This is an optimization exercise on Yosys and OpenROAD, whose aim is small area, a short achievable clock period and few clock cycles per item, not a production implementation. The RTL was checked by simulation tests, not by an equivalence proof against the original design.

==> flow/design.v <==
package BasicTypes;
parameter BYTE_WIDTH = 8;
typedef logic signed [7:0]  int8_t;
typedef logic signed [15:0] int16_t;
typedef logic signed [31:0] int32_t;
typedef logic signed [63:0] int64_t;
typedef logic [7:0]  uint8_t;
typedef logic [15:0] uint16_t;
typedef logic [31:0] uint32_t;
typedef logic [63:0] uint64_t;
typedef struct packed {
    logic sign;
    logic [7:0] exponent;
    logic [22:0] fraction;
} fp32_t;
endpackage
package RvTypes;
parameter REG_ADDR_WIDTH = 5;
parameter CSR_ADDR_WIDTH = 12;
parameter FRM_RNE = 3'b000;  
parameter FRM_RTZ = 3'b001;  
parameter FRM_RDN = 3'b010;  
parameter FRM_RUP = 3'b011;  
parameter FRM_RMM = 3'b100;  
parameter FRM_DYN = 3'b111;  
parameter EXCEPTION_CODE_INSN_ADDR_MISALIGNED  = 4'h0;
parameter EXCEPTION_CODE_INSN_ACCESS_FAULT     = 4'h1;
parameter EXCEPTION_CODE_ILLEGAL_INSN          = 4'h2;
parameter EXCEPTION_CODE_BREAKPOINT            = 4'h3;
parameter EXCEPTION_CODE_LOAD_ADDR_MISALIGNED  = 4'h4;
parameter EXCEPTION_CODE_LOAD_ACCESS_FAULT     = 4'h5;
parameter EXCEPTION_CODE_STORE_ADDR_MISALIGNED = 4'h6;
parameter EXCEPTION_CODE_STORE_ACCESS_FAULT    = 4'h7;
parameter EXCEPTION_CODE_ECALL_FROM_U          = 4'h8;
parameter EXCEPTION_CODE_ECALL_FROM_S          = 4'h9;
parameter EXCEPTION_CODE_ECALL_FROM_M          = 4'hb;
parameter EXCEPTION_CODE_INSN_PAGE_FAULT       = 4'hc;
parameter EXCEPTION_CODE_LOAD_PAGE_FAULT       = 4'hd;
parameter EXCEPTION_CODE_STORE_PAGE_FAULT      = 4'hf;
parameter INTERRUPT_CODE_U_SOFTWARE = 4'h0;
parameter INTERRUPT_CODE_S_SOFTWARE = 4'h1;
parameter INTERRUPT_CODE_M_SOFTWARE = 4'h3;
parameter INTERRUPT_CODE_U_TIMER    = 4'h4;
parameter INTERRUPT_CODE_S_TIMER    = 4'h5;
parameter INTERRUPT_CODE_M_TIMER    = 4'h7;
parameter INTERRUPT_CODE_U_EXTERNAL = 4'h8;
parameter INTERRUPT_CODE_S_EXTERNAL = 4'h9;
parameter INTERRUPT_CODE_M_EXTERNAL = 4'hb;
typedef enum logic [1:0]
{
    MemoryAccessType_Instruction  = 2'h0,
    MemoryAccessType_Load         = 2'h2,
    MemoryAccessType_Store        = 2'h3
} MemoryAccessType;
typedef enum logic [1:0]
{
    Priv_User         = 2'b00,
    Priv_Supervisor   = 2'b01,
    Priv_Machine      = 2'b11
} Priv;
typedef logic [REG_ADDR_WIDTH-1:0] reg_addr_t;
typedef logic [CSR_ADDR_WIDTH-1:0] csr_addr_t;
typedef struct packed {
    logic NV;    
    logic DZ;    
    logic OF;    
    logic UF;    
    logic NX;    
} fflags_t;
endpackage
package Rv32Types;
parameter XLEN = 32;
parameter XLEN_LOG2 = 5;
parameter WORD_WIDTH = XLEN;
parameter WORD_SIZE = WORD_WIDTH / 8;
parameter VADDR_WIDTH = 32;
parameter PADDR_WIDTH = 34;
parameter PAGE_OFFSET_WIDTH = 12;
parameter VIRTUAL_PAGE_NUMBER_WIDTH = VADDR_WIDTH - PAGE_OFFSET_WIDTH;
parameter PHYSICAL_PAGE_NUMBER_WIDTH = PADDR_WIDTH - PAGE_OFFSET_WIDTH;
parameter PAGE_TABLE_ENTRY_SIZE = 4;
parameter PAGE_TABLE_ENTRY_WIDTH = PAGE_TABLE_ENTRY_SIZE * 8;
typedef logic signed    [XLEN-1:0] word_t;
typedef logic [VADDR_WIDTH-1:0] vaddr_t;
typedef logic [PADDR_WIDTH-1:0] paddr_t;
typedef struct packed
{
    logic [ 9:0] VPN1;
    logic [ 9:0] VPN0;
} virtual_page_number_t;
typedef struct packed
{
    logic [11:0] PPN1;
    logic [ 9:0] PPN0;
} physical_page_number_t;
typedef struct packed
{
    logic [ 9:0] VPN1;
    logic [ 9:0] VPN0;
    logic [11:0] OFFSET;
} vaddr_sv32_t;
typedef struct packed
{
    logic [11:0] PPN1;
    logic [ 9:0] PPN0;
    logic [11:0] OFFSET;
} paddr_sv32_t;
typedef struct packed
{
    logic [11:0] PPN1;
    logic [ 9:0] PPN0;
    logic [ 1:0] RESERVED;
    logic D;  
    logic A;  
    logic G;  
    logic U;  
    logic X;  
    logic W;  
    logic R;  
    logic V;  
} PageTableEntry;
typedef enum logic
{
    AddressTranslationMode_Bare = 1'h0,
    AddressTranslationMode_Sv32 = 1'h1
} AddressTranslationMode;
typedef enum logic [1:0]
{
    TrapVectorMode_Direct   = 2'b00,
    TrapVectorMode_Vectored = 2'b01
} TrapVectorMode;
parameter CSR_ADDR_USTATUS  = 12'h000;
parameter CSR_ADDR_UIE      = 12'h004;
parameter CSR_ADDR_UTVEC    = 12'h005;
parameter CSR_ADDR_FFLAGS   = 12'h001;
parameter CSR_ADDR_FRM      = 12'h002;
parameter CSR_ADDR_FCSR     = 12'h003;
parameter CSR_ADDR_USCRATCH = 12'h040;
parameter CSR_ADDR_UEPC     = 12'h041;
parameter CSR_ADDR_UCAUSE   = 12'h042;
parameter CSR_ADDR_UTVAL    = 12'h043;
parameter CSR_ADDR_UIP      = 12'h044;
parameter CSR_ADDR_SSTATUS      = 12'h100;
parameter CSR_ADDR_SEDELEG      = 12'h102;
parameter CSR_ADDR_SIDELEG      = 12'h103;
parameter CSR_ADDR_SIE          = 12'h104;
parameter CSR_ADDR_STVEC        = 12'h105;
parameter CSR_ADDR_SCOUNTEREN   = 12'h106;  
parameter CSR_ADDR_SSCRATCH = 12'h140;
parameter CSR_ADDR_SEPC     = 12'h141;
parameter CSR_ADDR_SCAUSE   = 12'h142;
parameter CSR_ADDR_STVAL    = 12'h143;
parameter CSR_ADDR_SIP      = 12'h144;
parameter CSR_ADDR_SATP     = 12'h180;
parameter CSR_ADDR_MSTATUS      = 12'h300;
parameter CSR_ADDR_MISA         = 12'h301;
parameter CSR_ADDR_MEDELEG      = 12'h302;
parameter CSR_ADDR_MIDELEG      = 12'h303;
parameter CSR_ADDR_MIE          = 12'h304;
parameter CSR_ADDR_MTVEC        = 12'h305;
parameter CSR_ADDR_MCOUNTEREN   = 12'h306;  
parameter CSR_ADDR_MSCRATCH = 12'h340;
parameter CSR_ADDR_MEPC     = 12'h341;
parameter CSR_ADDR_MCAUSE   = 12'h342;
parameter CSR_ADDR_MTVAL    = 12'h343;
parameter CSR_ADDR_MIP      = 12'h344;
parameter CSR_ADDR_CYCLE    = 12'hc00;
parameter CSR_ADDR_TIME     = 12'hc01;
parameter CSR_ADDR_INSTRET  = 12'hc02;
parameter CSR_ADDR_CYCLEH   = 12'hc80;
parameter CSR_ADDR_TIMEH    = 12'hc81;
parameter CSR_ADDR_INSTRETH = 12'hc82;
parameter CSR_ADDR_MVENDORID    = 12'hf11;
parameter CSR_ADDR_MARCHID      = 12'hf12;
parameter CSR_ADDR_MIMPID       = 12'hf13;
parameter CSR_ADDR_MHARTID      = 12'hf14;
typedef struct packed {
    logic SD;
    logic [7:0] RESERVED1;
    logic TSR;
    logic TW;
    logic TVM;
    logic MXR;
    logic SUM;
    logic MPRV;
    logic [1:0] XS;
    logic [1:0] FS;
    logic [1:0] MPP;
    logic [1:0] RESERVED2;
    logic SPP;
    logic MPIE;
    logic RESERVED3;
    logic SPIE;
    logic UPIE;
    logic MIE;
    logic RESERVED4;
    logic SIE;
    logic UIE;
} csr_xstatus_t;
typedef struct packed {
    logic [XLEN-1:2] BASE;
    TrapVectorMode MODE;
} csr_xtvec_t;
typedef struct packed {
    logic MEIP;
    logic RESERVED0;
    logic SEIP;
    logic UEIP;
    logic MTIP;
    logic RESERVED1;
    logic STIP;
    logic UTIP;
    logic MSIP;
    logic RESERVED2;
    logic SSIP;
    logic USIP;
} csr_xip_t;
typedef struct packed {
    logic MEIE;
    logic RESERVED0;
    logic SEIE;
    logic UEIE;
    logic MTIE;
    logic RESERVED1;
    logic STIE;
    logic UTIE;
    logic MSIE;
    logic RESERVED2;
    logic SSIE;
    logic USIE;
} csr_xie_t;
typedef struct packed {
    AddressTranslationMode MODE;
    logic [8:0] ASID;
    logic [21:0] PPN;
} csr_satp_t;
endpackage
package OpTypes;
typedef enum logic [3:0]
{
    AluCommand_Add      = 4'b0000,
    AluCommand_Sub      = 4'b1000,
    AluCommand_Sll      = 4'b0001,
    AluCommand_Slt      = 4'b0010,
    AluCommand_Sltu     = 4'b0011,
    AluCommand_Xor      = 4'b0100,
    AluCommand_Srl      = 4'b0101,
    AluCommand_Sra      = 4'b1101,
    AluCommand_Or       = 4'b0110,
    AluCommand_And      = 4'b0111,
    AluCommand_Clear1   = 4'b1001,  
    AluCommand_Clear2   = 4'b1010   
} AluCommand;
typedef enum logic [1:0]
{
    AluSrcType1_Zero    = 2'h0,
    AluSrcType1_Reg     = 2'h1,
    AluSrcType1_Pc      = 2'h2,
    AluSrcType1_Csr     = 2'h3
} AluSrcType1;
typedef enum logic [1:0]
{
    AluSrcType2_Zero    = 2'h0,
    AluSrcType2_Reg     = 2'h1,
    AluSrcType2_Imm     = 2'h2,
    AluSrcType2_Csr     = 2'h3
} AluSrcType2;
typedef enum logic [3:0]
{
    BranchType_Equal                = 4'b0000,
    BranchType_NotEqual             = 4'b0001,
    BranchType_LessThan             = 4'b0100,
    BranchType_GreaterEqual         = 4'b0101,
    BranchType_UnsignedLessThan     = 4'b0110,
    BranchType_UnsignedGreaterEqual = 4'b0111,
    BranchType_Always               = 4'b1111
} BranchType;
typedef enum logic [1:0]
{
    FenceType_None   = 2'b00,
    FenceType_Normal = 2'b01,  
    FenceType_I      = 2'b10,  
    FenceType_Vma    = 2'b11   
} FenceType;
typedef enum logic [2:0]
{
    ExecuteUnitType_None         = 3'h0,
    ExecuteUnitType_FpConverter  = 3'h1,
    ExecuteUnitType_Fp32         = 3'h2,
    ExecuteUnitType_Fp64         = 3'h3,
    ExecuteUnitType_LoadStore    = 3'h4,
    ExecuteUnitType_MulDiv       = 3'h5,
    ExecuteUnitType_Branch       = 3'h6
} ExecuteUnitType;
typedef enum logic [2:0]
{
    FpSubUnitType_Move         = 3'h0,
    FpSubUnitType_Classifier   = 3'h1,
    FpSubUnitType_Sign         = 3'h2,
    FpSubUnitType_Comparator   = 3'h3,
    FpSubUnitType_Converter    = 3'h4,
    FpSubUnitType_MulAdd       = 3'h5,
    FpSubUnitType_Div          = 3'h6,
    FpSubUnitType_Sqrt         = 3'h7
} FpSubUnitType;
typedef enum logic [3:0]
{
    FpComparatorCommand_Eq    = 4'h1,
    FpComparatorCommand_Lt    = 4'h2,
    FpComparatorCommand_Le    = 4'h3,
    FpComparatorCommand_Min   = 4'h4,
    FpComparatorCommand_Max   = 4'h5
} FpComparatorCommand;
typedef enum logic [3:0]
{
    FpSignUnitCommand_Sgnj  = 4'h1,
    FpSignUnitCommand_Sgnjn = 4'h2,
    FpSignUnitCommand_Sgnjx = 4'h3
} FpSignUnitCommand;
typedef enum logic [4:0]
{
    FpConverterCommand_W_S  = 5'h00,
    FpConverterCommand_WU_S = 5'h01,
    FpConverterCommand_L_S  = 5'h02,
    FpConverterCommand_LU_S = 5'h03,
    FpConverterCommand_W_D  = 5'h04,
    FpConverterCommand_WU_D = 5'h05,
    FpConverterCommand_L_D  = 5'h06,
    FpConverterCommand_LU_D = 5'h07,
    FpConverterCommand_S_W  = 5'h08,
    FpConverterCommand_S_WU = 5'h09,
    FpConverterCommand_S_L  = 5'h0a,
    FpConverterCommand_S_LU = 5'h0b,
    FpConverterCommand_D_W  = 5'h0c,
    FpConverterCommand_D_WU = 5'h0d,
    FpConverterCommand_D_L  = 5'h0e,
    FpConverterCommand_D_LU = 5'h0f,
    FpConverterCommand_S_D  = 5'h10,
    FpConverterCommand_D_S  = 5'h11
} FpConverterCommand;
typedef enum logic [3:0]
{
    FpMulAddCommand_FMADD   = 4'h0,
    FpMulAddCommand_FMSUB   = 4'h1,
    FpMulAddCommand_FNMSUB  = 4'h2,
    FpMulAddCommand_FNMADD  = 4'h3,
    FpMulAddCommand_FADD    = 4'h4,
    FpMulAddCommand_FSUB    = 4'h5,
    FpMulAddCommand_FMUL    = 4'h6
} FpMulAddCommand;
typedef union packed
{
    FpComparatorCommand cmp;
    FpSignUnitCommand sign;
    FpMulAddCommand mulAdd;
} FpCommandUnion;
typedef struct packed
{
    FpSubUnitType unit;
    FpCommandUnion command;
} FpCommand;
endpackage
import BasicTypes::*;
import RvTypes::*;
import Rv32Types::*;
module RcAdd #(
    parameter W = 8
)(
    output logic [W-1:0] s,
    output logic co,
    input logic [W-1:0] a,
    input logic [W-1:0] b,
    input logic ci
);
    localparam N = (W + 1) / 2;
    logic [N:0] c;
    assign c[0] = ci;
    for (genvar k = 0; k < N; k++) begin : chunk
        if (2 * k + 1 < W) begin : two
            assign {c[k+1], s[2*k+1:2*k]} = {1'b0, a[2*k+1:2*k]} + {1'b0, b[2*k+1:2*k]} + {2'b00, c[k]};
        end
        else begin : one
            assign {c[k+1], s[2*k]} = {1'b0, a[2*k]} + {1'b0, b[2*k]} + {1'b0, c[k]};
        end
    end
    assign co = c[N];
endmodule
module RcInc #(
    parameter W = 8
)(
    output logic [W-1:0] s,
    output logic co,
    input logic [W-1:0] a,
    input logic ci
);
    logic [W:0] c;
    always_comb begin
        c[0] = ci;
        for (int i = 0; i < W; i++) begin
            s[i] = a[i] ^ c[i];
            c[i+1] = a[i] & c[i];
        end
        co = c[W];
    end
endmodule
module FpRounder #(
    parameter EXPONENT_WIDTH = 8,
    parameter FRACTION_WIDTH = 23,
    parameter WIDTH = 1 + EXPONENT_WIDTH + FRACTION_WIDTH
)(
    output logic [EXPONENT_WIDTH-1:0] roundedExponent,
    output logic [FRACTION_WIDTH-1:0] roundedFraction,
    output logic inexact,
    input logic [2:0] roundingMode,
    input logic sign,
    input logic [EXPONENT_WIDTH-1:0] exponent,
    input logic [FRACTION_WIDTH-1:0] fraction,
    input logic g,
    input logic r,
    input logic s
);
    logic increment;
    always_comb begin
        unique case (roundingMode)
        FRM_RNE: increment = g & (r | s | fraction[0]);
        FRM_RTZ: increment = sign & (g | r | s);
        FRM_RDN: increment = 1'b0;
        FRM_RUP: increment = g | r | s;
        FRM_RMM: increment = g;
        default: increment = 1'b0;
        endcase
        inexact = g | r | s;
    end
    logic [FRACTION_WIDTH-1:0] fractionPlusOne;
    logic fractionCarry;
    RcInc #(.W(FRACTION_WIDTH)) fractionInc (
        .s(fractionPlusOne),
        .co(fractionCarry),
        .a(fraction),
        .ci(1'b1));
    logic exponentCarry;
    RcInc #(.W(EXPONENT_WIDTH)) exponentInc (
        .s(roundedExponent),
        .co(exponentCarry),
        .a(exponent),
        .ci(increment & fractionCarry));
    always_comb begin
        roundedFraction = increment ? fractionPlusOne : fraction;
    end
endmodule
import BasicTypes::*;
import RvTypes::*;
import Rv32Types::*;
import OpTypes::*;
module FpClassifier #(
    parameter EXPONENT_WIDTH = 8,
    parameter FRACTION_WIDTH = 23,
    parameter WIDTH = 1 + EXPONENT_WIDTH + FRACTION_WIDTH
)(
    output Rv32Types::word_t intResult,
    input logic [WIDTH-1:0] fpSrc,
    input logic clk,
    input logic rst
);
    localparam FP_CLASS_NEG_INF          = 32'h0001;
    localparam FP_CLASS_NEG_NORMAL       = 32'h0002;
    localparam FP_CLASS_NEG_SUBNORMAL    = 32'h0004;
    localparam FP_CLASS_NEG_ZERO         = 32'h0008;
    localparam FP_CLASS_POS_ZERO         = 32'h0010;
    localparam FP_CLASS_POS_SUBNORMAL    = 32'h0020;
    localparam FP_CLASS_POS_NORMAL       = 32'h0040;
    localparam FP_CLASS_POS_INF          = 32'h0080;
    localparam FP_CLASS_SIGNALING_NAN    = 32'h0100;
    localparam FP_CLASS_QUIET_NAN        = 32'h0200;
    localparam EXPONENT_MAX = (1 << EXPONENT_WIDTH) - 2;
    logic sign;
    logic [EXPONENT_WIDTH-1:0] exponent;
    logic [FRACTION_WIDTH-1:0] fraction;
    always_comb begin
        sign = fpSrc[WIDTH-1];
        exponent = fpSrc[WIDTH-2:FRACTION_WIDTH];
        fraction = fpSrc[FRACTION_WIDTH-1:0];
    end
    always_comb begin
        if (sign == 1 && exponent == '1 && fraction == '0) begin
            intResult =  FP_CLASS_NEG_INF;
        end
        else if (sign == 1 && 1 <= exponent && exponent <= EXPONENT_MAX) begin
            intResult =  FP_CLASS_NEG_NORMAL;
        end
        else if (sign == 1 && exponent == '0 && fraction != '0) begin
            intResult =  FP_CLASS_NEG_SUBNORMAL;
        end
        else if (sign == 1 && exponent == '0 && fraction == '0) begin
            intResult =  FP_CLASS_NEG_ZERO;
        end
        else if (sign == 0 && exponent == '0 && fraction == '0) begin
            intResult =  FP_CLASS_POS_ZERO;
        end
        else if (sign == 0 && exponent == '0 && fraction != '0) begin
            intResult =  FP_CLASS_POS_SUBNORMAL;
        end
        else if (sign == 0 && 1 <= exponent && exponent <= EXPONENT_MAX) begin
            intResult =  FP_CLASS_POS_NORMAL;
        end
        else if (sign == 0 && exponent == '1 && fraction == '0) begin        
            intResult =  FP_CLASS_POS_INF;
        end
        else if (exponent == '1 && fraction != '0 && fraction[FRACTION_WIDTH-1] == 0) begin
            intResult =  FP_CLASS_SIGNALING_NAN;
        end
        else if (exponent == '1 && fraction != '0 && fraction[FRACTION_WIDTH-1] == 1) begin
            intResult =  FP_CLASS_QUIET_NAN;
        end
        else begin
            intResult =  '0;
        end
    end
endmodule
import BasicTypes::*;
import RvTypes::*;
import Rv32Types::*;
import OpTypes::*;
module FpSignUnit #(
    parameter WIDTH = 32
)(
    output logic [WIDTH-1:0] fpResult,
    input OpTypes::FpSignUnitCommand command,
    input logic [WIDTH-1:0] fpSrc1,
    input logic [WIDTH-1:0] fpSrc2,
    input logic clk,
    input logic rst
);
    always_comb begin
        unique case (command)
        FpSignUnitCommand_Sgnj:     fpResult = {fpSrc2[WIDTH-1], fpSrc1[WIDTH-2:0]};
        FpSignUnitCommand_Sgnjn:    fpResult = {~fpSrc2[WIDTH-1], fpSrc1[WIDTH-2:0]};
        FpSignUnitCommand_Sgnjx:    fpResult = {fpSrc1[WIDTH-1] ^ fpSrc2[WIDTH-1], fpSrc1[WIDTH-2:0]};
        default:                    fpResult = '0;
        endcase
    end
endmodule
import BasicTypes::*;
import RvTypes::*;
import Rv32Types::*;
import OpTypes::*;
module FpComparator #(
    parameter EXPONENT_WIDTH = 8,
    parameter FRACTION_WIDTH = 23,
    parameter WIDTH = 1 + EXPONENT_WIDTH + FRACTION_WIDTH
)(
    output Rv32Types::word_t intResult,
    output logic unsigned [WIDTH-1:0] fpResult,
    output RvTypes::fflags_t flags,
    input OpTypes::FpComparatorCommand command,
    input logic unsigned [WIDTH-1:0] fpSrc1,
    input logic unsigned [WIDTH-1:0] fpSrc2,
    input logic clk,
    input logic rst
);
    typedef enum logic [1:0]
    {
        FpResultType_Src1           = 2'h0,
        FpResultType_Src2           = 2'h1,
        FpResultType_QuietNan       = 2'h2,
        FpResultType_SignalingNan   = 2'h3
    } FpResultType;
    typedef logic unsigned [EXPONENT_WIDTH-1:0] exponent_t;
    typedef logic unsigned [FRACTION_WIDTH-1:0] fraction_t;
    function automatic logic unsigned [WIDTH-1:0] GetCanonicalQuietNan();
        logic unsigned [WIDTH-1:0] value;
        value[WIDTH-1] = '0;
        value[WIDTH-2:FRACTION_WIDTH-1] = '1;
        value[FRACTION_WIDTH-2:0] = '0;
        GetCanonicalQuietNan = value;
    endfunction
    function automatic logic unsigned [WIDTH-1:0] GetCanonicalSignalingNan();
        logic unsigned [WIDTH-1:0] value;
        value[WIDTH-1] = '0;
        value[WIDTH-2:FRACTION_WIDTH] = '1;
        value[FRACTION_WIDTH-1:1] = '0;
        value[0] = '1;
        GetCanonicalSignalingNan = value;
    endfunction
    logic sign1;
    logic sign2;
    exponent_t exponent1;
    exponent_t exponent2;
    fraction_t fraction1;
    fraction_t fraction2;
    always_comb begin
        sign1 = fpSrc1[WIDTH-1];
        sign2 = fpSrc2[WIDTH-1];
        exponent1 = fpSrc1[WIDTH-2:FRACTION_WIDTH];
        exponent2 = fpSrc2[WIDTH-2:FRACTION_WIDTH];
        fraction1 = fpSrc1[FRACTION_WIDTH-1:0];
        fraction2 = fpSrc2[FRACTION_WIDTH-1:0];
    end
    logic is_zero1;
    logic is_zero2;
    logic is_nan1;
    logic is_nan2;
    logic is_signaling_nan1;
    logic is_signaling_nan2;
    always_comb begin
        is_zero1 = exponent1 == '0 && fraction1 != '0;
        is_zero2 = exponent2 == '0 && fraction2 != '0;
        is_nan1 = exponent1 == '1 && fraction1 != '0;
        is_nan2 = exponent2 == '1 && fraction2 != '0;
        is_signaling_nan1 = is_nan1 && fraction1[FRACTION_WIDTH-1] == '0;
        is_signaling_nan2 = is_nan2 && fraction2[FRACTION_WIDTH-1] == '0;
    end
    logic sign_eq;
    logic sign_lt;
    logic [3:0] part_lt;
    logic [3:0] part_eq;
    logic [31:0] magnitude1, magnitude2;
    logic magnitude_eq;
    logic magnitude_lt;
    logic magnitude_gt;
    always_comb begin
        sign_eq = sign1 == sign2;
        sign_lt = sign1 == 1 && sign2 == 0;
        magnitude1 = {1'b0, fpSrc1[WIDTH-2:0]};
        magnitude2 = {1'b0, fpSrc2[WIDTH-2:0]};
        for (int k = 0; k < 4; k++) begin
            part_lt[k] = magnitude1[8*k +: 8] < magnitude2[8*k +: 8];
            part_eq[k] = magnitude1[8*k +: 8] == magnitude2[8*k +: 8];
        end
        magnitude_eq = &part_eq;
        magnitude_lt = part_lt[3] | (part_eq[3] & (part_lt[2] | (part_eq[2] & (part_lt[1] | (part_eq[1] & part_lt[0])))));
        magnitude_gt = !magnitude_lt && !magnitude_eq;
    end
    logic eq;
    logic lt;
    logic le;
    always_comb begin
        eq = (sign_eq & magnitude_eq) | (is_zero1 & is_zero2);
        lt = sign_lt | (sign_eq & (sign1 ? magnitude_gt : magnitude_lt));
        le = eq | lt;
    end
    FpResultType fp_result_type;
    always_comb begin
        if (is_zero1 && is_zero2) begin
            fp_result_type = (!sign1 && sign2) ? FpResultType_Src1 : FpResultType_Src2;
        end
        else if (is_nan1 && is_nan2) begin
            fp_result_type = (is_signaling_nan1 || is_signaling_nan2) ? FpResultType_SignalingNan : FpResultType_QuietNan;
        end
        else if (!is_nan1 && is_nan2) begin
            fp_result_type = FpResultType_Src1;
        end
        else if (is_nan1 && !is_nan2) begin
            fp_result_type = FpResultType_Src2;
        end
        else begin
            unique case (command)
            FpComparatorCommand_Max: fp_result_type = lt ? FpResultType_Src2 : FpResultType_Src1;
            FpComparatorCommand_Min: fp_result_type = lt ? FpResultType_Src1 : FpResultType_Src2;
            default:                 fp_result_type = FpResultType_Src1;
            endcase
        end
    end
    always_comb begin
        if (is_nan1 || is_nan2) begin
            intResult = 0;
        end
        else begin
            unique case (command)
            FpComparatorCommand_Eq: intResult = eq ? 1 : 0;
            FpComparatorCommand_Lt: intResult = lt ? 1 : 0;
            FpComparatorCommand_Le: intResult = le ? 1 : 0;
            default:                intResult = 0;
            endcase
        end
        unique case (fp_result_type)
        FpResultType_Src1:          fpResult = fpSrc1;
        FpResultType_Src2:          fpResult = fpSrc2;
        FpResultType_QuietNan:      fpResult = GetCanonicalQuietNan();
        FpResultType_SignalingNan:  fpResult = GetCanonicalSignalingNan();
        default:                    fpResult = '0;
        endcase
        if ((command == FpComparatorCommand_Lt || command == FpComparatorCommand_Le)) begin
            flags.NV = is_nan1 || is_nan2;
            flags.DZ = 0;
            flags.OF = 0;
            flags.UF = 0;
            flags.NX = 0;
        end
        else begin
            flags.NV = is_signaling_nan1 || is_signaling_nan2;
            flags.DZ = 0;
            flags.OF = 0;
            flags.UF = 0;
            flags.NX = 0;
        end
    end
endmodule
import BasicTypes::*;
import RvTypes::*;
import Rv32Types::*;
import OpTypes::*;
module MulArray24 (
    output logic [47:0] p,
    input logic [23:0] a,
    input logic [23:0] b
);
    logic [23:0] s [0:23];
    logic [23:0] c [0:23];
    logic [23:0] cc;
    always_comb begin
        for (int j = 0; j < 24; j++) begin
            s[0][j] = a[j] & b[0];
            c[0][j] = 1'b0;
        end
        p[0] = s[0][0];
        for (int i = 1; i < 24; i++) begin
            for (int j = 0; j < 24; j++) begin
                logic x, y, z;
                x = a[j] & b[i];
                y = (j == 23) ? 1'b0 : s[i-1][j+1];
                z = c[i-1][j];
                s[i][j] = x ^ y ^ z;
                c[i][j] = (x & y) | (x & z) | (y & z);
            end
            p[i] = s[i][0];
        end
        cc[0] = 1'b0;
        for (int j = 0; j < 23; j++) begin
            p[24+j] = s[23][j+1] ^ c[23][j] ^ cc[j];
            cc[j+1] = (s[23][j+1] & c[23][j]) | (s[23][j+1] & cc[j]) | (c[23][j] & cc[j]);
        end
        p[47] = c[23][23] ^ cc[23];
    end
endmodule
module FpMul (
    output logic [31:0] result,
    output RvTypes::fflags_t flags,
    input logic [2:0] roundingMode,
    input logic [31:0] src1,
    input logic [31:0] src2
);
    logic sign1, sign2;
    logic [7:0] exponent1, exponent2;
    logic [22:0] fraction1, fraction2;
    logic is_zero1, is_zero2, is_inf1, is_inf2, is_nan1, is_nan2;
    always_comb begin
        sign1 = src1[31];
        sign2 = src2[31];
        exponent1 = src1[30:23];
        exponent2 = src2[30:23];
        fraction1 = src1[22:0];
        fraction2 = src2[22:0];
        is_zero1 = exponent1 == '0;
        is_zero2 = exponent2 == '0;
        is_nan1 = exponent1 == '1 && fraction1 != '0;
        is_nan2 = exponent2 == '1 && fraction2 != '0;
        is_inf1 = exponent1 == '1 && fraction1 == '0;
        is_inf2 = exponent2 == '1 && fraction2 == '0;
    end
    logic [47:0] prod;
    MulArray24 mulArray (
        .p(prod),
        .a({1'b1, fraction1}),
        .b({1'b1, fraction2}));
    logic [8:0] exponentPair;
    logic [9:0] exponentNormalized;
    logic unusedCarry1, unusedCarry2;
    RcAdd #(.W(8)) exponentAdd (
        .s(exponentPair[7:0]),
        .co(exponentPair[8]),
        .a(exponent1),
        .b(exponent2),
        .ci(1'b0));
    RcAdd #(.W(10)) exponentBias (
        .s(exponentNormalized),
        .co(unusedCarry1),
        .a({1'b0, exponentPair}),
        .b(10'h381),
        .ci(prod[47]));
    logic [22:0] fraction;
    logic g, r, s;
    always_comb begin
        if (prod[47]) begin
            fraction = prod[46:24];
            g = prod[23];
            r = prod[22];
            s = |prod[21:1];
        end
        else begin
            fraction = prod[45:23];
            g = prod[22];
            r = prod[21];
            s = |prod[20:0];
        end
    end
    logic inexact;
    logic [9:0] exponentRounded;
    logic [22:0] fractionRounded;
    FpRounder #(
        .EXPONENT_WIDTH(10),
        .FRACTION_WIDTH(23)
    ) rounder (
        .inexact(inexact),
        .roundedExponent(exponentRounded),
        .roundedFraction(fractionRounded),
        .roundingMode(roundingMode),
        .sign(sign1 ^ sign2),
        .exponent(exponentNormalized),
        .fraction(fraction),
        .g(g),
        .r(r),
        .s(s));
    logic overflow, underflow, isNan;
    always_comb begin
        overflow = !exponentRounded[9] && (exponentRounded[8] || exponentRounded[7:0] == 8'hff);
        underflow = exponentRounded[9] || exponentRounded == '0;
        isNan = is_nan1 || is_nan2 || (is_zero1 && is_inf2) || (is_zero2 && is_inf1);
        if (isNan) begin
            result = 32'h7f800001;
        end
        else if (is_inf1 || is_inf2) begin
            result = {sign1 ^ sign2, 8'hff, 23'h0};
        end
        else if (is_zero1 || is_zero2) begin
            result = {sign1 ^ sign2, 31'h0};
        end
        else begin
            result = {sign1 ^ sign2, exponentRounded[7:0], fractionRounded};
        end
        flags.NV = isNan;
        flags.DZ = 1'b0;
        flags.OF = overflow;
        flags.UF = underflow;
        flags.NX = inexact;
    end
endmodule
module FpAdd (
    output logic [31:0] result,
    output RvTypes::fflags_t flags,
    input logic [2:0] roundingMode,
    input logic [31:0] src1,
    input logic [31:0] src2
);
    logic sign1, sign2;
    logic [7:0] exponent1, exponent2;
    logic [22:0] fraction1, fraction2;
    logic is_zero1, is_zero2, is_inf1, is_inf2, is_nan1, is_nan2;
    always_comb begin
        sign1 = src1[31];
        sign2 = src2[31];
        exponent1 = src1[30:23];
        exponent2 = src2[30:23];
        fraction1 = src1[22:0];
        fraction2 = src2[22:0];
        is_zero1 = exponent1 == '0;
        is_zero2 = exponent2 == '0;
        is_nan1 = exponent1 == '1 && fraction1 != '0;
        is_nan2 = exponent2 == '1 && fraction2 != '0;
        is_inf1 = exponent1 == '1 && fraction1 == '0;
        is_inf2 = exponent2 == '1 && fraction2 == '0;
    end
    logic ge;
    logic [30:0] unusedDiff;
    RcAdd #(.W(31)) magnitudeCompare (
        .s(unusedDiff),
        .co(ge),
        .a(src1[30:0]),
        .b(~src2[30:0]),
        .ci(1'b1));
    logic sign_large, sign_small;
    logic [7:0] exponent_large, exponent_small;
    logic [22:0] fraction_large, fraction_small;
    always_comb begin
        sign_large = ge ? sign1 : sign2;
        sign_small = ge ? sign2 : sign1;
        exponent_large = ge ? exponent1 : exponent2;
        exponent_small = ge ? exponent2 : exponent1;
        fraction_large = ge ? fraction1 : fraction2;
        fraction_small = ge ? fraction2 : fraction1;
    end
    logic [7:0] shamt;
    logic unusedCarry1;
    RcAdd #(.W(8)) shamtSub (
        .s(shamt),
        .co(unusedCarry1),
        .a(exponent_large),
        .b(~exponent_small),
        .ci(1'b1));
    logic [23:0] mantissa_small;
    logic [27:0] shifted_small;
    logic sticky_small;
    logic [28:0] window_large;
    logic [28:0] window_small;
    logic minus;
    logic [27:0] alignStage [0:5];
    logic [4:0] shiftedOut;
    logic stickyAllOut;
    always_comb begin
        mantissa_small = {1'b1, fraction_small};
        alignStage[0] = {1'b0, mantissa_small, 3'b000};
        for (int k = 0; k < 5; k++) begin
            shiftedOut[k] = shamt[k] && (|(alignStage[k] & ((28'h1 << (1 << k)) - 28'h1)));
            alignStage[k+1] = shamt[k] ? (alignStage[k] >> (1 << k)) : alignStage[k];
        end
        stickyAllOut = |shiftedOut;
        if (shamt[7:5] == 3'b000) begin
            shifted_small = alignStage[5];
            sticky_small = stickyAllOut && !(shamt[4:0] == 5'd26 && fraction_small[22:1] == '0);
        end
        else begin
            shifted_small = 28'h0;
            sticky_small = shamt[7:5] == 3'b001 && shamt[4:0] <= 5'd16;
        end
        window_large = {2'b01, fraction_large, 4'b0000};
        window_small = {shifted_small, sticky_small};
        minus = sign_large != sign_small;
    end
    logic [28:0] sum;
    logic unusedCarry2;
    RcAdd #(.W(29)) fractionAdd (
        .s(sum),
        .co(unusedCarry2),
        .a(window_large),
        .b(window_small ^ {29{minus}}),
        .ci(minus));
    logic [28:0] v1, v2, v3, v4, normalized;
    logic [4:0] lzc;
    logic isZeroSum;
    always_comb begin
        lzc[4] = ~|sum[28:13];
        v1 = lzc[4] ? {sum[12:0], 16'h0} : sum;
        lzc[3] = ~|v1[28:21];
        v2 = lzc[3] ? {v1[20:0], 8'h0} : v1;
        lzc[2] = ~|v2[28:25];
        v3 = lzc[2] ? {v2[24:0], 4'h0} : v2;
        lzc[1] = ~|v3[28:27];
        v4 = lzc[1] ? {v3[26:0], 2'h0} : v3;
        lzc[0] = ~v4[28];
        normalized = lzc[0] ? {v4[27:0], 1'b0} : v4;
        isZeroSum = ~normalized[28];
    end
    logic [7:0] exponentPlusOne, exponentNormalized;
    logic unusedCarry3, unusedCarry4;
    RcInc #(.W(8)) exponentInc (
        .s(exponentPlusOne),
        .co(unusedCarry3),
        .a(exponent_large),
        .ci(1'b1));
    RcAdd #(.W(8)) exponentSub (
        .s(exponentNormalized),
        .co(unusedCarry4),
        .a(exponentPlusOne),
        .b(~{3'b000, isZeroSum ? 5'h0 : lzc}),
        .ci(1'b1));
    logic inexact;
    logic [7:0] exponentRounded;
    logic [22:0] fractionRounded;
    FpRounder #(
        .EXPONENT_WIDTH(8),
        .FRACTION_WIDTH(23)
    ) rounder (
        .inexact(inexact),
        .roundedExponent(exponentRounded),
        .roundedFraction(fractionRounded),
        .roundingMode(roundingMode),
        .sign(sign_large),
        .exponent(exponentNormalized),
        .fraction(normalized[27:5]),
        .g(normalized[4]),
        .r(normalized[3]),
        .s(|normalized[2:0]));
    logic isNan;
    always_comb begin
        isNan = is_nan1 || is_nan2 || (is_inf1 && is_inf2 && sign1 != sign2);
        if (isNan) begin
            result = 32'h7fc00000;
        end
        else if (is_inf1 || is_inf2) begin
            result = {sign_large, 8'hff, 23'h0};
        end
        else if (is_zero1 && is_zero2) begin
            result = '0;
        end
        else begin
            result = {sign_large, exponentRounded, fractionRounded};
        end
        flags.NV = isNan;
        flags.DZ = 1'b0;
        flags.OF = !isNan && exponentRounded == 8'hff;
        flags.UF = !isNan && exponentRounded == 8'h00;
        flags.NX = !isNan && inexact;
    end
endmodule
module FpMulAdd #(
    parameter EXPONENT_WIDTH = 8,
    parameter FRACTION_WIDTH = 23,
    parameter WIDTH = 1 + EXPONENT_WIDTH + FRACTION_WIDTH
)(
    output logic [WIDTH-1:0] fpResult,
    output RvTypes::fflags_t flags,
    input logic [2:0] roundingMode,
    input OpTypes::FpMulAddCommand command,
    input logic [WIDTH-1:0] fpSrc1,
    input logic [WIDTH-1:0] fpSrc2,
    input logic [WIDTH-1:0] fpSrc3,
    input logic active,
    output logic [31:0] heldSrc1,
    output logic [31:0] heldSrc2,
    input logic clk,
    input logic rst
);
    logic [31:0] resultMul;
    RvTypes::fflags_t flagsMul;
    FpMul fpMul (
        .result(resultMul),
        .flags(flagsMul),
        .roundingMode(roundingMode),
        .src1(fpSrc1),
        .src2(fpSrc2));
    logic isMul, useSrc3, minus1, minus2;
    always_comb begin
        isMul    = active && (command == FpMulAddCommand_FMUL);
        useSrc3  = active && (command == FpMulAddCommand_FMADD || command == FpMulAddCommand_FMSUB || command == FpMulAddCommand_FNMADD || command == FpMulAddCommand_FNMSUB);
        minus1   = (command == FpMulAddCommand_FNMADD || command == FpMulAddCommand_FNMSUB);
        minus2   = (command == FpMulAddCommand_FSUB || command == FpMulAddCommand_FMSUB || command == FpMulAddCommand_FNMADD);
    end
    logic [31:0] regSrc1, regSrc2;
    RvTypes::fflags_t regFlagsMul;
    logic regIsMul;
    logic [2:0] regRoundingMode;
    always_ff @(posedge clk) begin
        regSrc1 <= (useSrc3 || isMul) ? {resultMul[31] ^ minus1, resultMul[30:0]} : fpSrc1;
        regSrc2 <= useSrc3 ? {fpSrc3[31] ^ minus2, fpSrc3[30:0]} : {fpSrc2[31] ^ minus2, fpSrc2[30:0]};
        regFlagsMul <= flagsMul;
        regIsMul <= isMul;
        regRoundingMode <= roundingMode;
    end
    logic [31:0] resultAdd;
    RvTypes::fflags_t flagsAdd;
    FpAdd fpAdd (
        .result(resultAdd),
        .flags(flagsAdd),
        .roundingMode(regRoundingMode),
        .src1(regSrc1),
        .src2(regSrc2));
    always_comb begin
        heldSrc1 = regSrc1;
        heldSrc2 = regSrc2;
        fpResult = regIsMul ? regSrc1 : resultAdd;
        flags    = regIsMul ? regFlagsMul : flagsAdd;
    end
endmodule
import BasicTypes::*;
import RvTypes::*;
import Rv32Types::*;
module FpDivSqrtUnit #(
    parameter STEPS = 8,
    parameter LAST_STEPS = 2
)(
    output logic [31:0] fpResult,
    output RvTypes::fflags_t flags,
    input logic [2:0] phase,
    input logic isDiv,
    input logic [2:0] roundingMode,
    input logic [31:0] fpSrc1,
    input logic [31:0] fpSrc2,
    input logic [31:0] heldSrc1,
    input logic [31:0] heldSrc2,
    input logic clk,
    input logic rst
);
    localparam ITERATIONS = (26 - LAST_STEPS) / STEPS;
    typedef enum logic [1:0]
    {
        ResultType_Value = 2'h0,
        ResultType_Zero  = 2'h1,
        ResultType_Inf   = 2'h2,
        ResultType_Nan   = 2'h3
    } ResultType;
    logic first;
    logic sign1, sign2;
    logic [7:0] exponent1, exponent2;
    logic [22:0] fraction1, fraction2;
    logic is_zero1, is_zero2, is_inf1, is_inf2, is_nan1, is_nan2;
    always_comb begin
        first = phase == '0;
        sign1 = fpSrc1[31];
        sign2 = fpSrc2[31];
        exponent1 = fpSrc1[30:23];
        exponent2 = fpSrc2[30:23];
        fraction1 = fpSrc1[22:0];
        fraction2 = fpSrc2[22:0];
        is_zero1 = exponent1 == '0;
        is_zero2 = exponent2 == '0;
        is_nan1 = exponent1 == '1 && fraction1 != '0;
        is_nan2 = exponent2 == '1 && fraction2 != '0;
        is_inf1 = exponent1 == '1 && fraction1 == '0;
        is_inf2 = exponent2 == '1 && fraction2 == '0;
    end
    ResultType divType, sqrtType;
    always_comb begin
        if (is_nan1 || is_nan2 || (is_zero1 && is_zero2) || (is_inf1 && is_inf2)) begin
            divType = ResultType_Nan;
        end
        else if (is_inf1 || is_zero2) begin
            divType = ResultType_Inf;
        end
        else if (is_zero1 || is_inf2) begin
            divType = ResultType_Zero;
        end
        else begin
            divType = ResultType_Value;
        end
        if (is_nan1 || sign1) begin
            sqrtType = ResultType_Nan;
        end
        else if (is_inf1) begin
            sqrtType = ResultType_Inf;
        end
        else if (is_zero1) begin
            sqrtType = ResultType_Zero;
        end
        else begin
            sqrtType = ResultType_Value;
        end
    end
    logic [9:0] exponentDifference;
    logic unusedCarry1;
    RcAdd #(.W(10)) exponentSub (
        .s(exponentDifference),
        .co(unusedCarry1),
        .a({2'b00, exponent1}),
        .b(~{2'b00, exponent2}),
        .ci(1'b1));
    logic [8:0] exponentUnbiased;
    logic [7:0] exponentSqrt;
    always_comb begin
        exponentUnbiased = {1'b0, exponent1} - 9'd127;
        exponentSqrt = exponentUnbiased[8:1] + 8'd127;
    end
    ResultType regType;
    logic regSign;
    logic [9:0] regExponent;
    logic [2:0] regRoundingMode;
    logic [25:0] regRemainder;
    logic [25:0] regQuotient;
    logic regDividendBit;
    logic regIsDiv;
    logic [23:0] divisor;
    logic [25:0] radicandTop;
    always_comb begin
        divisor = {1'b1, heldSrc2[22:0]};
        if (!heldSrc1[23]) begin
            radicandTop = {1'b1, heldSrc1[22:0], 2'b00};
        end
        else begin
            radicandTop = {2'b01, heldSrc1[22:0], 1'b0};
        end
    end
    logic [25:0] stepRemainder [0:STEPS];
    logic [25:0] stepQuotient [0:STEPS];
    always_comb begin
        stepRemainder[0] = regRemainder;
        stepQuotient[0] = regQuotient;
    end
    for (genvar i = 0; i < STEPS; i++) begin : step
        logic [1:0] radicandBits;
        always_comb begin
            radicandBits = 2'b00;
            for (int p = 1; p <= ITERATIONS; p++) begin
                if ((p - 1) * STEPS + i <= 12 && phase == 3'(p)) begin
                    radicandBits = radicandTop[25 - 2 * ((p - 1) * STEPS + i) -: 2];
                end
            end
        end
        DivSqrtStep step (
            .remainderNext(stepRemainder[i+1]),
            .rootNext(stepQuotient[i+1]),
            .isDiv(regIsDiv),
            .remainder(stepRemainder[i]),
            .root(stepQuotient[i]),
            .dividendBit((i == 0) ? regDividendBit : 1'b0),
            .radicandBits(radicandBits),
            .divisor(divisor));
    end
    always_ff @(posedge clk) begin
        regType <= isDiv ? divType : sqrtType;
        regSign <= isDiv && (sign1 ^ sign2);
        regExponent <= isDiv ? exponentDifference + 10'd127 : {2'b00, exponentSqrt};
        regRoundingMode <= roundingMode;
        regDividendBit <= first && fraction1[0];
        regIsDiv <= isDiv;
        if (first) begin
            regRemainder <= isDiv ? {3'b001, fraction1[22:1]} : '0;
            regQuotient <= '0;
        end
        else begin
            regRemainder <= stepRemainder[STEPS];
            regQuotient <= stepQuotient[STEPS];
        end
    end
    logic [25:0] quotient;
    logic sticky;
    logic leadingOne;
    logic [9:0] exponentMinusOne;
    logic [9:0] exponentNormalized;
    logic [22:0] fraction;
    logic g, r, s;
    always_comb begin
        quotient = stepQuotient[LAST_STEPS];
        sticky = |stepRemainder[LAST_STEPS];
        leadingOne = quotient[25] || !regIsDiv;
        exponentMinusOne = regExponent - 10'd1;
        if (leadingOne) begin
            exponentNormalized = regExponent;
            fraction = quotient[24:2];
            g = quotient[1];
            r = quotient[0];
            s = sticky;
        end
        else begin
            exponentNormalized = exponentMinusOne;
            fraction = quotient[23:1];
            g = quotient[0];
            r = sticky;
            s = sticky;
        end
    end
    logic inexact;
    logic [9:0] exponentRounded;
    logic [22:0] fractionRounded;
    FpRounder #(
        .EXPONENT_WIDTH(10),
        .FRACTION_WIDTH(23)
    ) rounder (
        .inexact(inexact),
        .roundedExponent(exponentRounded),
        .roundedFraction(fractionRounded),
        .roundingMode(regRoundingMode),
        .sign(regSign),
        .exponent(exponentNormalized),
        .fraction(fraction),
        .g(g),
        .r(r),
        .s(s));
    always_comb begin
        unique case (regType)
        ResultType_Value: fpResult = {regSign, exponentRounded[7:0], fractionRounded};
        ResultType_Zero:  fpResult = {regSign, 31'h0};
        ResultType_Inf:   fpResult = {regSign, 8'hff, 23'h0};
        ResultType_Nan:   fpResult = 32'h7fc00000;
        default:          fpResult = '0;
        endcase
        flags.NV = regType == ResultType_Nan;
        flags.DZ = 1'b0;
        if (regIsDiv) begin
            flags.OF = !exponentRounded[9] && (exponentRounded[8] || exponentRounded[7:0] == 8'hff);
            flags.UF = exponentRounded[9] || exponentRounded == '0;
            flags.NX = inexact;
        end
        else begin
            flags.OF = 1'b0;
            flags.UF = 1'b0;
            flags.NX = regType == ResultType_Value && inexact;
        end
    end
endmodule
import BasicTypes::*;
import RvTypes::*;
import Rv32Types::*;
module DivSqrtStep (
    output logic [25:0] remainderNext,
    output logic [25:0] rootNext,
    input logic isDiv,
    input logic [25:0] remainder,
    input logic [25:0] root,
    input logic dividendBit,
    input logic [1:0] radicandBits,
    input logic [23:0] divisor
);
    logic [27:0] subSrc1;
    logic [27:0] subSrc2;
    logic [27:0] subResult;
    logic unusedCarry;
    always_comb begin
        if (isDiv) begin
            subSrc1 = {3'b000, remainder[23:0], dividendBit};
            subSrc2 = {4'b0000, divisor};
        end
        else begin
            subSrc1 = {remainder, radicandBits};
            subSrc2 = {root, 2'b01};
        end
    end
    RcAdd #(.W(28)) sub (
        .s(subResult),
        .co(unusedCarry),
        .a(subSrc1),
        .b(~subSrc2),
        .ci(1'b1));
    always_comb begin
        rootNext = {root[24:0], ~subResult[27]};
        remainderNext = subResult[27] ? subSrc1[25:0] : subResult[25:0];
    end
endmodule
import BasicTypes::*;
import RvTypes::*;
import Rv32Types::*;
import OpTypes::*;
module FpUnit #(
    parameter EXPONENT_WIDTH = 8,
    parameter FRACTION_WIDTH = 23,
    parameter FP_WIDTH = 1 + EXPONENT_WIDTH + FRACTION_WIDTH
)(
    output Rv32Types::word_t intResult,
    output logic [FP_WIDTH-1:0] fpResult,
    output logic writeFlags,
    output RvTypes::fflags_t writeFlagsValue,
    output logic done,
    input logic enable,
    input logic flush,
    input OpTypes::FpSubUnitType unit,
    input OpTypes::FpCommandUnion command,
    input logic [2:0] roundingMode,
    input Rv32Types::word_t intSrc1,
    input Rv32Types::word_t intSrc2,
    input logic [FP_WIDTH-1:0] fpSrc1,
    input logic [FP_WIDTH-1:0] fpSrc2,
    input logic [FP_WIDTH-1:0] fpSrc3,
    input logic clk,
    input logic rst
);
    localparam DIV_STEPS = 8;
    localparam DIV_LAST_STEPS = 2;
    localparam DIV_LAST_PHASE = 1 + (26 - DIV_LAST_STEPS) / DIV_STEPS;
    localparam SQRT_STEPS = DIV_STEPS;
    localparam SQRT_LAST_STEPS = DIV_LAST_STEPS;
    localparam SQRT_LAST_PHASE = 1 + (26 - SQRT_LAST_STEPS) / SQRT_STEPS;
    logic [2:0] phase;
    logic first;
    always_comb begin
        first = phase == '0;
    end
    BasicTypes::uint32_t fpResultClass;
    FpClassifier #(
        .EXPONENT_WIDTH(EXPONENT_WIDTH),
        .FRACTION_WIDTH(FRACTION_WIDTH)
    ) fpClassifier(
        .intResult(fpResultClass),
        .fpSrc(fpSrc1),
        .clk(clk),
        .rst(rst));
    logic [FP_WIDTH-1:0] fpResultSign;
    FpSignUnit #(
        .WIDTH(FP_WIDTH)
    ) fpSignUnit (
        .fpResult(fpResultSign),
        .command(command.sign),
        .fpSrc1(fpSrc1),
        .fpSrc2(fpSrc2),
        .clk(clk),
        .rst(rst));
    BasicTypes::uint32_t intResultCmp;
    logic [FP_WIDTH-1:0] fpResultCmp;
    RvTypes::fflags_t flagsCmp;
    FpComparator #(
        .EXPONENT_WIDTH(EXPONENT_WIDTH),
        .FRACTION_WIDTH(FRACTION_WIDTH)
    ) fpComparator (
        .intResult(intResultCmp),
        .fpResult(fpResultCmp),
        .flags(flagsCmp),
        .command(command.cmp),
        .fpSrc1(fpSrc1),
        .fpSrc2(fpSrc2),
        .clk(clk),
        .rst(rst));
    logic [FP_WIDTH-1:0] fpResultMulAdd;
    logic [31:0] heldSrc1, heldSrc2;
    RvTypes::fflags_t flagsMulAdd;
    FpMulAdd #(
        .EXPONENT_WIDTH(EXPONENT_WIDTH),
        .FRACTION_WIDTH(FRACTION_WIDTH)
    ) fpMulAdd (
        .fpResult(fpResultMulAdd),
        .flags(flagsMulAdd),
        .command(command.mulAdd),
        .roundingMode(roundingMode),
        .fpSrc1(fpSrc1),
        .fpSrc2(fpSrc2),
        .fpSrc3(fpSrc3),
        .active(unit == FpSubUnitType_MulAdd),
        .heldSrc1(heldSrc1),
        .heldSrc2(heldSrc2),
        .clk(clk),
        .rst(rst));
    logic [FP_WIDTH-1:0] fpResultDiv;
    RvTypes::fflags_t flagsDiv;
    FpDivSqrtUnit #(
        .STEPS(DIV_STEPS),
        .LAST_STEPS(DIV_LAST_STEPS)
    ) fpDivSqrtUnit (
        .fpResult(fpResultDiv),
        .flags(flagsDiv),
        .phase(phase),
        .isDiv(unit == FpSubUnitType_Div),
        .roundingMode(roundingMode),
        .fpSrc1(fpSrc1),
        .fpSrc2(fpSrc2),
        .heldSrc1(heldSrc1),
        .heldSrc2(heldSrc2),
        .clk(clk),
        .rst(rst));
    always_comb begin
        unique case (unit)
        FpSubUnitType_Move: begin
            intResult = fpSrc1[31:0];  
            fpResult = '0;
            fpResult[31:0] = intSrc1;  
            done = '1;
            writeFlags = '0;
            writeFlagsValue = '0;
        end
        FpSubUnitType_Classifier: begin
            intResult = fpResultClass;
            fpResult = '0;
            done = '1;
            writeFlags = '0;
            writeFlagsValue = '0;
        end
        FpSubUnitType_Sign: begin
            intResult = '0;
            fpResult = fpResultSign;
            done = '1;
            writeFlags = '0;
            writeFlagsValue = '0;
        end
        FpSubUnitType_Comparator: begin
            intResult = intResultCmp;
            fpResult = fpResultCmp;
            done = '1;
            writeFlags = '1;
            writeFlagsValue = flagsCmp;
        end
        FpSubUnitType_MulAdd: begin
            intResult = '0;
            fpResult = fpResultMulAdd;
            done = phase == 3'd1;
            writeFlags = '1;
            writeFlagsValue = flagsMulAdd;
        end
        FpSubUnitType_Div: begin
            intResult = '0;
            fpResult = fpResultDiv;
            done = phase == 3'(DIV_LAST_PHASE);
            writeFlags = '1;
            writeFlagsValue = flagsDiv;
        end
        FpSubUnitType_Sqrt: begin
            intResult = '0;
            fpResult = fpResultDiv;
            done = phase == 3'(SQRT_LAST_PHASE);
            writeFlags = '1;
            writeFlagsValue = flagsDiv;
        end
        default: begin
            intResult = '0;
            fpResult = '0;
            done = '0;
            writeFlags = '0;
            writeFlagsValue = '0;
        end
        endcase
    end
    always_ff @(posedge clk) begin
        if (rst || !enable || flush || done) begin
            phase <= '0;
        end
        else begin
            phase <= phase + 3'd1;
        end
    end
endmodule
import BasicTypes::*;
import RvTypes::*;
import Rv32Types::*;
import OpTypes::*;
module Fp32Unit (
    output logic [31:0] intResult,
    output logic [31:0] fpResult,
    output logic writeFlags,
    output logic [4:0] writeFlagsValue,
    output logic done,
    input logic enable,
    input logic flush,
    input logic [2:0] unit,
    input logic [3:0] command,
    input logic [2:0] roundingMode,
    input logic [31:0] intSrc1,
    input logic [31:0] intSrc2,
    input logic [31:0] fpSrc1,
    input logic [31:0] fpSrc2,
    input logic [31:0] fpSrc3,
    input logic clk,
    input logic rst
);
    FpUnit #(
        .EXPONENT_WIDTH(8),
        .FRACTION_WIDTH(23)
    ) body (
        .intResult(intResult),
        .fpResult(fpResult),
        .writeFlags(writeFlags),
        .writeFlagsValue(writeFlagsValue),
        .done(done),
        .enable(enable),
        .flush(flush),
        .unit(OpTypes::FpSubUnitType'(unit)),
        .command(OpTypes::FpCommandUnion'(command)),
        .roundingMode(roundingMode),
        .intSrc1(intSrc1),
        .intSrc2(intSrc2),
        .fpSrc1(fpSrc1),
        .fpSrc2(fpSrc2),
        .fpSrc3(fpSrc3),
        .clk(clk),
        .rst(rst));
endmodule
==> flow/flow/run.sh <==
#!/bin/bash
# The standard layout with two changes to how it is optimised; the clock
# period and all constraints stay the design's:
#  - timing repair aims at a setup slack of 141 ns instead of 5 ns, so it
#    also works on the paths from inputs to outputs, which set the period
#    the layout achieves;
#  - every port still gets its buffer, but a plain buf_1 (repair resizes it
#    where timing needs) instead of the default delay buffer.
set -euo pipefail
bash standard.sh SETUP_SLACK_MARGIN=141 \
    "BUFFER_PORTS_ARGS=-buffer_cell sky130_fd_sc_hd__buf_1" \
    finish > standard_flow.log 2>&1
==> flow/standard.sh <==
#!/bin/bash
# synth_recipe.tcl (not shown) runs the flow's synth.tcl, then flattens the netlist and writes it again
# the make line also repeats each setting of config.mk as NAME=value (left out here)
make -C /OpenROAD-flow-scripts/flow DESIGN_CONFIG=/design/flow/config.mk WORK_HOME=/design/flow/orfs CLKGATE_MAP_FILE= SYNTH_SCRIPT=/design/flow/synth_recipe.tcl "${@:-finish}"
==> flow/config.mk <==
export PLATFORM = sky130hd
export DESIGN_NAME = Fp32Unit
export DESIGN_NICKNAME = Fp32Unit
export VERILOG_FILES = /design/flow/design.v
export SDC_FILE = /design/flow/constraint.sdc
export NUM_CORES = 4
export LEC_CHECK = 0
export ABC_CLOCK_PERIOD_IN_PS = 80000
export CAP_MARGIN = 20
export CORE_MARGIN = 2
export CORE_UTILIZATION = 55
export CTS_BUF_LIST = sky130_fd_sc_hd__clkbuf_4 sky130_fd_sc_hd__clkbuf_8
export PLACE_DENSITY = 0.7
export SLEW_MARGIN = 20
==> flow/constraint.sdc <==
create_clock -name core_clock -period 240.0 [get_ports {clk}]
set_input_delay 48.0000 -clock core_clock [delete_from_list [all_inputs] [get_ports {clk}]]
set_output_delay 48.0000 -clock core_clock [all_outputs]
set_load 0.01 [all_outputs]
==> results of run 1 <==
==> cells by family (layout without fill, tap and decap cells) <==
| family | Yosys count | count (layout) | share of synthesized area (%) |
|---|---|---|---|
| xor gates and xnor gates | 81 | 81 | 1.67 |
| AOI/OAI and AO/OA | 810 | 811 | 12.0 |
| DFF | 142 | 142 | 6.47 |
| adders and majority gates | 1020 | 1020 | 42.2 |
| buffers and inverters | 764 | 857 | 6.70 |
| muxes | 471 | 471 | 12.0 |
| other | 1 | 14 | 0.00854 |
| and+or+nand+nor | 1873 | 1873 | 19.0 |
==> routing by layer <==
metal,vias up,wire (microns),track usage (%)
met2,2298,70800,59.7
met5,-,22,0
met4,4,12000,24.8
li1,17500,-,-
met1,20300,63700,53.9
met3,547,17900,9.01
==> layout make-up <==
type	instances	area, sq um
Sequential cell	142	2850
Antenna cell	13	32.5
Clock inverter	15	171
Tap cell	1050	1310
Inverter	423	1640
Timing Repair Buffer	394	2440
Fill cell	7225	31500
Timing Repair inverter	8	43.8
Clock buffer	17	234
Multi-Input combinational cell	4257	38700
==> synthesized netlist by cell type (48+ instances only) <==
cell type / count
nor2_1: 886
fa_1: 768
nand2_1: 444
inv_1: 419
mux2i_1: 322
clkbuf_1: 262
ha_1: 251
a21oi_1: 220
o21ai_0: 189
dfxtp_1: 142
mux2_2: 113
and2_1: 104
nor3_1: 68
nand3_1: 59
xnor2_1: 52
buf_1: 50
nor4_1: 48
==> final timing paths <==
path | end | slack (ns) | cells past startpoint
worst max-delay path | fpResult[3] | 139.83 | 24
worst min-delay path | body.phase[0] | 0.48 | 1
worst max register to register | body.fpDivSqrtUnit.regRemainder[12] | 149.19 | 268
worst min register to register | body.phase[0] | 0.48 | 1
==> worst max-delay path, stage by stage <==
cell	delay, ns
clkbuf_2	0.10
buf_12	0.14
ha_4	0.24
nor2b_4	0.12
o21a_1	0.16
o21a_1	0.16
o21a_1	0.16
o21a_1	0.16
o21a_1	0.17
o21a_1	0.18
o21ai_2	0.16
a21oi_2	0.10
o22ai_2	0.18
mux2i_1	0.26
a21oi_2	0.10
xor2_1	0.16
nand4_1	0.13
a21oi_4	0.09
a21oi_4	0.32
buf_4	0.20
mux2i_1	0.27
a31oi_2	0.20
o21ai_1	0.21
buf_1	0.18
==> flip-flops by register name, indices dropped and copies added (netlist names) <==
register and count:
body.fpMulAdd.regRoundingMode 3, body.fpDivSqrtUnit.regSign 1, body.fpDivSqrtUnit.regExponent 10, body.fpDivSqrtUnit.regType 2, body.fpDivSqrtUnit.regRemainder 26, body.fpDivSqrtUnit.regQuotient 26
body.fpMulAdd.regSrc2 32, body.fpMulAdd.regSrc1 32, body.phase 3, body.fpMulAdd.regIsMul 1, body.fpDivSqrtUnit.regIsDiv 1, body.fpMulAdd.regFlagsMul 4
body.fpDivSqrtUnit.regDividendBit 1
==> metrics by stage <==
step,std cells,setup slack (ns),utilization [%]
floorplan,5162,140.80,-
global placement,6235,138.78,58.3
detailed placement,6235,138.78,58.3
CTS,6303,139.93,59.9
global route,6313,139.67,60.1
finish,6319,139.83,60.1
==> repair_timing <==
item	in CTS	in global routing
setup endpoints to repair	33	33
setup buffers	24	2
resized for setup	109	32
pin swaps	18	10
gates cloned	12	1
==> reports/metrics.csv, run 1 <==
metric,value,unit
vias in the first global route,39700,
placeable core region,79000,sq um
vias,40700,
TNS Setup,0,ns
syn nets,6355,
top_reg_cell synth,dfxtp_1,
Worst slew margin,24.1,%
Synth async-reset ratio,0,%
H-tree levels,4,
initial antenna violation count,13,
Synth Instances,5162,
Hold Crit Class,reg -> reg,
max_cap viols,0,
Initial DRT Pass Iterations,10,
CP endpoint kind,output port,
overall routing resource usage,40.3,%
largest area contributor in the netlist,fa_1,
"commonest non-fill, non-tap cell in the layout",nor2_1,
CP Launch Point,fpSrc1[9],
Startpoint Class,input pin,
"flops & latches, synth",142,
IO Port Bufs,211,
most frequent cells in the layout,"880 x nor2_1, 768 x fa_1, 443 x nand2_1, 407 x inv_1, 312 x mux2i_1",
CP required,192.00,ns
YS warnings,60,
HPWL after detailed placement,128000,microns
RSZ-0062 raised after global routing,true,
Hold Startpoint,body.phase[0],
DRT iter0 DRCs,4750,
first-pass GRT wire length,248000,microns
area grow syn2layout,8.05,%
Synth cell types,105,
Routability Congestion,1.02,
cts hold-fix bufs,0,
layout cells sized above 1,10.7,%
Post-Route WL,164000,microns
site row count,103,
Max Freq,9.98,MHz
vias per cell,6.45,
max-slew violations,0,
synthesized area,43900,sq um
dpl cell area,46000,sq um
Root Buffer,clkbuf_8,
"Seq/Total Area, Yosys",6.47,%
largest net degree at the start of global routing,77,
nets,6436,
worst-skew pair later-pin latency,0.56,ns
Worst-path clk slew,0.09,ns
mean post-synth cell area,8.51,sq um
Final Setup Violations,0,
final worst path period share,41.7,%
Num Clock Sinks,142,
Hold Worst Slack,0.481,ns
Finished Cell Area,47500,sq um
synth top area cells,"fa_1 35%, nor2_1 7.6%, mux2i_1 7.3%",
die span in x,287,microns
status,no timing/DRC/antenna violations,
post-route minimum period,100.17,ns
Wirelength per Cell,26.0,microns
share of the synthesized area in the top cell type,35.0,%
hold violation count in the final report,0,
skew final,0.0288,ns
crit path DAT,52.17,ns
actual slew at the worst max-slew pin,1.14,ns
die area,82200,sq um
ANT nets after route,0,
WS Path Type,in -> out,
worst-path fanout max,5,
count of flip-flops with a built-in enable after synthesis,0,
CTS Buf Count,17,
Overflow after GRT,0,
# DRC,0,
CTS Buffer Depth,2,
CTS tree,yes,
Initial Util,55.6,%
worst r2r src,body.phase[0],
Die H,287,microns
Ports,245,
Testbench counts, summed over its fixed seeds: cycles 23,936, ops 12,000.
==> run 2: changes to the inputs <==
==> flow/run.sh (new file) <==
#!/bin/bash
# synth_recipe.tcl (not shown) runs the flow's synth.tcl, then flattens the netlist and writes it again
# the make line also repeats each setting of config.mk as NAME=value (left out here)
make -C /OpenROAD-flow-scripts/flow DESIGN_CONFIG=/design/flow/config.mk WORK_HOME=/design/flow/orfs CLKGATE_MAP_FILE= SYNTH_SCRIPT=/design/flow/synth_recipe.tcl finish
--- a/flow/config.mk
+++ b/flow/config.mk
@@ -10,5 +10,4 @@
 export CORE_MARGIN = 2
-export CORE_UTILIZATION = 55
-export CTS_BUF_LIST = sky130_fd_sc_hd__clkbuf_4 sky130_fd_sc_hd__clkbuf_8
-export PLACE_DENSITY = 0.7
+export CORE_UTILIZATION = 40
+export SETUP_SLACK_MARGIN = 5
 export SLEW_MARGIN = 20
removed: flow/flow/run.sh
removed: flow/standard.sh
==> reports/metrics.csv, run 2 <==
metric,value,unit
area grow syn2layout,10.4,%
synthesized area,43900,sq um
FF-to-FF path depth,270,
post-synthesis xor/xnor area fraction,1.67,%
Worst Slack Setup Final,137.18,ns
Overflow after GRT,0,
ANT nets after route,0,
Final Util,44.5,%
cts hold-fix bufs,0,
initial antenna violation count,12,
Hold Startpoint,body.phase[0],
status,no timing/DRC/antenna violations,
max-slew violations,0,
Startpoint Class,input pin,
YS warnings,60,
worst-path fanout max,23,
TNS Setup,0,ns
Synth async-reset ratio,0,%
Worst slew margin,25.0,%
Largest regs,"body.fpMulAdd.regSrc1 x32, body.fpMulAdd.regSrc2 x32",
simple-gate share of the synthesized area,19.0,%
Worst Hold Path EP,body.phase[0],
Hold Crit Class,reg -> reg,
"non-filler cells, final",6661,
Post-Route WL,170000,microns
share of the synthesized area in the top cell type,35.0,%
site row count,121,
"commonest non-fill, non-tap cell in the layout",nor2_1,
Place WS,137.51,ns
first-pass GRT wire length,257000,microns
RSZ-0062 raised after global routing,false,
R2R Setup Slk,148.41,ns
CTS Buffer Depth,2,
mean post-synth cell area,8.51,sq um
hold violation count in the final report,0,
most common cell in the netlist,nor2_1,
Root Buffer,clkbuf_16,
worst-skew pair later-pin latency,0.49,ns
main combinational cell family by area after synthesis,adder cells,
Final Setup Violations,0,
CTS tree,yes,
Num Clock Sinks,142,
FILL cells,10900,
adder-cell share of the synthesized area,42.2,%
IO Port Bufs,211,
skew final,0.00913,ns
Ports,245,
Die H,335,microns
mux share of post-synthesis cell area,12.0,%
Initial Util,40.4,%
r2r endpoint,body.fpDivSqrtUnit.regRemainder[22],
postcts setup bufs,0,
die span in x,335,microns
Synth Instances,5162,
vias,40000,
vias per cell,6.00,
syn nets,6355,
# DRC,0,
final worst path period share,42.8,%
CP Launch Point,fpSrc2[17],
H-tree levels,4,
placeable core region,109000,sq um
Synth cell types,105,
post_cts resized,0,
Placed Instances,6617,
CP endpoint kind,output port,
max_cap viols,0,
overall routing resource usage,30.5,%
actual slew at the worst max-slew pin,1.12,ns
worst r2r src,body.phase[0],
largest area contributor in the netlist,fa_1,
"Seq/Total Area, Yosys",6.47,%
vias in the first global route,40300,
top_reg_cell synth,dfxtp_1,
largest net degree at the start of global routing,91,
Initial DRT Pass Iterations,8,
layout cells sized above 1,8.54,%
Worst-path clk slew,0.07,ns
crit path DAT,54.82,ns
Routability Congestion,1.00,
Max Freq,9.73,MHz
HPWL after detailed placement,136000,microns
Wirelength per Cell,25.6,microns
"flops & latches, synth",142,
synth top area cells,"fa_1 35%, nor2_1 7.6%, mux2i_1 7.3%",
hold path depth,1,
CTS Buf Count,17,
die area,112000,sq um
count of flip-flops with a built-in enable after synthesis,0,
WS Path Type,in -> out,
DRT iter0 DRCs,4075,
most frequent cells in the layout,"883 x nor2_1, 768 x fa_1, 443 x nand2_1, 417 x inv_1, 322 x mux2i_1",
nets,6415,
post-route minimum period,102.82,ns
"top cells by count, synth","886 x nor2_1, 768 x fa_1, 444 x nand2_1",
Synth Area in Compound Gates,12.0,%
CP required,192.00,ns
==> run 2: cell count changes in the layout (fill, tap and decap cells not counted), moves of 10 or more <==
| cell | previous run | this run |
|---|---|---|
| a31oi_1 | 29 | 40 |
| clkbuf_16 | 0 | 17 |
| o21ai_2 | 22 | 3 |
| clkbuf_8 | 17 | 1 |
| mux2i_1 | 312 | 322 |
| buf_1 | 190 | 0 |
| inv_1 | 407 | 417 |
| buf_2 | 14 | 1 |
| buf_6 | 17 | 0 |
| buf_4 | 155 | 169 |
| o21ai_0 | 166 | 189 |
| clkdlybuf4s50_1 | 0 | 210 |
==> run 2: cell type report <==
cell class	count	area [sq um]	area share, %
inverter	423	1590	3.28
timing repair buffer	382	3420	7.05
antenna	12	30.0	0.0619
clock inverter	13	105	0.217
clock buffer	19	443	0.914
multi-input combinational	4256	38300	79.0
tap	1414	1770	3.65
sequential	142	2850	5.87
==> run 2: metal layers <==
| layer | vias to the layer above | routed length, microns | track usage [%] |
|---|---|---|---|
| met5 | - | 47 | 0 |
| met4 | 6 | 8180 | 13.9 |
| met3 | 390 | 15800 | 6.49 |
| met2 | 1892 | 73800 | 45.8 |
| met1 | 20200 | 72600 | 42.1 |
| li1 | 17500 | - | - |
==> run 2: stage by stage <==
stage	hold WS [ns]	instance area [sq um]
3_3_place_gp	0.447	47900
2_1_floorplan	0.433	43900
4_1_cts	0.489	48400
5_1_grt	0.523	48500
6_report	0.488	48500
3_5_place_dp	0.476	47900
==> run 2: cells by family (layout without fill, tap and decap cells) <==
group           Yosys count  after routing
other cells               1             13
compound gates          810            810
xor+xnor                 81             81
mux                     471            471
simple gates           1873           1873
fa+ha+maj              1020           1020
buf+inv                 764            837
flops                   142            142
==> run 2: how the worst max path moves through the flow <==
stage / slack (ns) / cells past startpoint / endpoint
2_1_floorplan: 140.03 / 23 / fpResult[11]
3_3_place_gp: 137.45 / 26 / fpResult[4]
3_5_place_dp: 137.51 / 26 / fpResult[5]
4_1_cts: 137.46 / 25 / fpResult[5]
5_1_grt: 136.93 / 25 / fpResult[3]
6_report: 137.18 / 25 / fpResult[6]
==> run 2: worst max-delay path: stages <==
cell and delay [ns]:
clkdlybuf4s50_1 0.40, buf_4 0.23, inv_1 0.66, ha_1 0.38
nor2b_1 0.13, o21a_1 0.16, o21a_1 0.16, o21a_1 0.16
o21a_1 0.16, o21ai_0 0.17, nand2b_1 0.08, a21oi_1 0.15
a21oi_1 0.09, o22ai_1 0.28, mux2i_1 0.29, a21oi_1 0.14
xor2_1 0.16, nand4_1 0.11, a21oi_1 0.11, a21oi_4 0.54
buf_4 0.51, mux2i_1 0.24, a31oi_1 0.70, o21ai_0 0.25
clkdlybuf4s50_1 0.54

==> static timing again, ports no longer ideal <==
Ports are ideal in the flow. The routed layouts listed here were re-timed in OpenROAD. Step 1 sets driving cells, clkbuf_16 on the clock port and buf_2 on the other inputs (assumed; they add their load-dependent delay and slew). Step 2 also shifts input and output timing later by t, the mid clock arrival at the registers, as if the neighbouring blocks saw the same clock. a / b / c = ideal ports / drivers / drivers and shift; a / b = the first two.
run	shift t [ns]	setup WS [ns]
run 1	0.609	139.828 / 139.796 / 139.796
run 2	0.544	137.181 / 137.155 / 137.155
After both steps setup and hold are still met in every run listed.
